Background: an optimization exercise with open tools, aiming at small area. Do not read the settings as production practice. Function was checked by simulation only, so behaviour that the tests miss may differ from the original. Power and IR drop assume default switching activity.

Setup of green:
==> flow/design.v <==
`timescale 1ns / 1ps
module test_adt7420_driver (
    input  logic CLK100MHZ,
    input  logic RST,
    input  logic TMP_SDA_I,
    output logic TMP_SDA_O,
    output logic TMP_SDA_OE,
    output logic TMP_SCL,
    output logic [6:0] SEG,
    output logic [7:0] AN,
    output logic [15:0] LED
);
    logic [8:0] pre;
    logic [4:0] jc;                                
    logic       scl;
    logic [4:0] slot;
    logic [2:0] a5;
    logic [2:0] sel;
    logic       powered;
    logic [7:0] shreg;
    logic [7:0] temp_c;
    wire tick     = ~|{pre[8:6], pre[4:2], pre[0]};
    wire b10_wrap = jc[4] & ~jc[3];                
    wire b10_8    = jc[3] & ~jc[2];                
    wire b10_ge5  = jc[4];                         
    wire slot_end = b10_wrap & ~scl;               
    wire blk_end  = slot_end & slot[0];            
    wire a5_wrap  = (a5 == 3'd4);
    wire shift_slot = ~slot[4] | (~slot[3] & ~slot[2] & (slot[0] | ~slot[1]));
    wire sample     = scl & b10_8 & shift_slot;
    wire load       = powered & slot[4] & slot[3] & slot[1] & ~slot[0] & ~scl;
    always_ff @(posedge CLK100MHZ) begin
        if (RST) begin
            pre     <= 9'h010;
            jc      <= 5'd0;
            scl     <= 1'b1;
            slot    <= 5'd12;
            a5      <= 3'd0;
            sel     <= 3'd0;
            powered <= 1'b0;
            temp_c  <= 8'd0;
        end else begin
            pre <= tick ? 9'h010 : {pre[7:0], pre[8] ^ pre[4]};
            if (~slot[4] & ~slot[3] & ~slot[2] & sel[1] & ~sel[0])
                powered <= 1'b1;
            if (tick) begin
                jc <= {jc[3:0], ~jc[4]};
                if (b10_wrap)
                    scl <= ~scl;
                if (slot_end)
                    slot <= (slot == 5'd27) ? 5'd0 : slot + 5'd1;
                if (blk_end) begin
                    a5 <= a5_wrap ? 3'd0 : a5 + 3'd1;
                    if (a5_wrap)
                        sel <= sel + 3'd1;
                end
                if (load)
                    temp_c <= shreg;
            end
        end
    end
    always_ff @(posedge CLK100MHZ)
        if (tick & sample)
            shreg <= {shreg[6:0], TMP_SDA_I};
    wire late = ~scl & b10_ge5;                    
    logic oe_u, o_u;
    always_comb begin
        oe_u = 1'b0;
        o_u  = 1'b1;
        case (slot)
            5'd0:  begin oe_u = 1'b1; o_u = late | (scl & ~b10_ge5); end
            5'd1:  begin oe_u = 1'b1; o_u = ~late; end
            5'd2:  begin oe_u = 1'b1; o_u = 1'b0; end
            5'd3:  begin oe_u = 1'b1; o_u = late; end
            5'd4:  begin oe_u = 1'b1; o_u = ~late; end
            5'd5:  begin oe_u = 1'b1; o_u = late; end
            5'd6:  begin oe_u = 1'b1; o_u = 1'b1; end
            5'd7:  begin oe_u = 1'b1; o_u = 1'b1; end
            5'd8:  begin oe_u = scl;  o_u = 1'b1; end
            5'd17: begin oe_u = ~scl; o_u = 1'b0; end
            5'd18: begin oe_u = scl;  o_u = 1'b0; end
            5'd26: begin oe_u = ~scl; o_u = 1'b1; end
            5'd27: begin oe_u = 1'b1; o_u = 1'b1; end
            default: ;
        endcase
    end
    assign TMP_SDA_OE = ~powered | oe_u;
    assign TMP_SDA_O  = ~powered | o_u;
    assign TMP_SCL    = scl;
    logic [2:0] r5 [0:10];
    logic [9:0] q5;
    wire  [9:0] c4 = {temp_c, 2'b00};
    assign r5[0] = 3'd0;
    for (genvar i = 0; i < 10; i++) begin : g_div5
        wire [3:0] t = {r5[i], c4[9-i]};
        assign q5[9-i]  = (t >= 4'd5);
        assign r5[i+1]  = q5[9-i] ? 3'(t - 4'd5) : t[2:0];
    end
    wire [7:0] temp_f = temp_c + q5[7:0] + 8'd32;
    assign LED = {temp_f, temp_c};
    wire [7:0] v     = sel[2] ? temp_f : temp_c;
    logic [3:0] r10 [0:8];
    logic [7:0] tens8;
    assign r10[0] = 4'd0;
    for (genvar i = 0; i < 8; i++) begin : g_div10
        wire [4:0] t = {r10[i], v[7-i]};
        assign tens8[7-i] = (t >= 5'd10);
        assign r10[i+1]   = tens8[7-i] ? 4'(t - 5'd10) : t[3:0];
    end
    wire [3:0] ones = r10[8];
    wire [3:0] digit = sel[0] ? tens8[3:0] : ones;
    logic [6:0] dseg;
    always_comb begin
        case (digit)
            4'd0: dseg = 7'b000_0001;
            4'd1: dseg = 7'b100_1111;
            4'd2: dseg = 7'b001_0010;
            4'd3: dseg = 7'b000_0110;
            4'd4: dseg = 7'b100_1100;
            4'd5: dseg = 7'b010_0100;
            4'd6: dseg = 7'b010_0000;
            4'd7: dseg = 7'b000_1111;
            4'd8: dseg = 7'b000_0000;
            4'd9: dseg = 7'b000_0100;
            default: dseg = 7'b111_1111;
        endcase
    end
    always_comb begin
        if (sel[1])
            SEG = dseg;
        else if (sel[0])
            SEG = 7'b001_1100;                     
        else if (sel[2])
            SEG = 7'b011_1000;                     
        else
            SEG = 7'b011_0001;                     
    end
    assign AN = ~(8'd1 << sel);
endmodule
Settings: LEC_CHECK=0, CAP_MARGIN=20, CORE_MARGIN=2, CORE_UTILIZATION=60, SLEW_MARGIN=20; clock period 13.0 ns.
standard.sh (not shown) runs the stock make flow with config.mk's settings and CLKGATE_MAP_FILE= SYNTH_SCRIPT=/design/flow/synth_recipe.tcl, a recipe that flattens the netlist after the stock synthesis.
==> flow/flow/run.sh <==
#!/bin/bash
# Own layout flow: the standard flow (standard.sh), except that
#  - synthesis is the standard synthesis (synth_recipe.tcl) with a stronger,
#    area-oriented ABC script for the combinational logic (flow/area.abc) and no
#    separate adder mapping; registers are mapped exactly as in the standard run;
#  - port buffers use the smallest buffer cell;
#  - clock tree synthesis adds no dummy load cells.
set -euo pipefail
W=$(pwd)
F=$W/flow
cat > "$W/own_synth.tcl" <<EOS
proc abc {args} {
  set i [lsearch -exact \$args -script]
  if {\$i >= 0} { set args [lreplace \$args \$i [expr {\$i + 1}] -script $F/area.abc] }
  yosys abc {*}\$args
}
source $W/synth_recipe.tcl
EOS
CTS="CTS_ARGS=-sink_clustering_enable -repair_clock_nets -buf_list {sky130_fd_sc_hd__clkbuf_4 sky130_fd_sc_hd__clkbuf_8} -dont_use_dummy_load"
sed -e "s#SYNTH_SCRIPT=[^ ]*#SYNTH_SCRIPT=$W/own_synth.tcl ADDER_MAP_FILE= 'BUFFER_PORTS_ARGS=-buffer_cell sky130_fd_sc_hd__buf_1' '$CTS'#" standard.sh > "$W/own.sh"
bash "$W/own.sh" synth > "$W/synth.log" 2>&1
bash "$W/own.sh" finish > "$W/layout.log" 2>&1
==> flow/flow/area.abc <==
strash
dc2
&get -n
&deepsyn -T 15
&put
dch -f
amap
strash
&get -n
&deepsyn -T 15
&put
dch -f
amap
strash
&get -n
&deepsyn -T 15
&put
dch -f
amap
topo
The final layout from green, which completed every stage, passed the timing, DRC and antenna checks at the end of the flow.
Input changes introduced in purple (baseline for comparison: green):
--- a/flow/design.v
+++ b/flow/design.v
@@ -23,28 +23,28 @@
     wire b10_wrap = jc[4] & ~jc[3];                
     wire b10_8    = jc[3] & ~jc[2];                
     wire b10_ge5  = jc[4];                         
     wire slot_end = b10_wrap & ~scl;               
     wire blk_end  = slot_end & slot[0];            
     wire a5_wrap  = (a5 == 3'd4);
-    wire shift_slot = ~slot[4] | (~slot[3] & ~slot[2] & (slot[0] | ~slot[1]));
+    wire shift_slot = (slot <= 5'd17) | (slot == 5'd19) | (slot == 5'd27);
     wire sample     = scl & b10_8 & shift_slot;
-    wire load       = powered & slot[4] & slot[3] & slot[1] & ~slot[0] & ~scl;
+    wire load       = powered & (slot == 5'd26) & ~scl;
     always_ff @(posedge CLK100MHZ) begin
         if (RST) begin
             pre     <= 9'h010;
             jc      <= 5'd0;
             scl     <= 1'b1;
             slot    <= 5'd12;
             a5      <= 3'd0;
             sel     <= 3'd0;
             powered <= 1'b0;
             temp_c  <= 8'd0;
         end else begin
             pre <= tick ? 9'h010 : {pre[7:0], pre[8] ^ pre[4]};
-            if (~slot[4] & ~slot[3] & ~slot[2] & sel[1] & ~sel[0])
+            if ((slot == 5'd0) & (sel == 3'd2))
                 powered <= 1'b1;
             if (tick) begin
                 jc <= {jc[3:0], ~jc[4]};
                 if (b10_wrap)
                     scl <= ~scl;
                 if (slot_end)
## What came out
The sequential fraction of design power on purple is in line with that on green. Final weighted congestion in routability-driven placement in purple is 0.087 below green. Compared with green, via count in purple decreased slightly. The synthesized area number comes out higher for purple vs green. Relative to green, the die area of purple is higher by 20 sq um. purple ends up with higher relative area change from synthesis to final layout than green does.

==> port drivers added, routing unchanged <==
The results above use ideal ports. As a check the final layouts listed here were re-extracted and re-timed, cells and wires unchanged. Step 1: set_driving_cell puts a clkbuf_16 on CLK100MHZ and a buf_2 on each other input, an assumption about the parent block. Step 2 times the ports against the registers' clock, not the clock port: input delays grow and output delays shrink by t, the midpoint of the rising clock arrivals with the driver on. Three values: no drivers, after step 1, after step 2; two values: the first two.
run | t, ns | slack for setup (ns) | worst slew at a driven data input, ns
green | 0.303 | 1.977 / 1.954 / 2.257 | 0.03
purple | 0.305 | 0.607 / 0.584 / 0.889 | 0.04
After both steps every run listed still meets setup and hold.
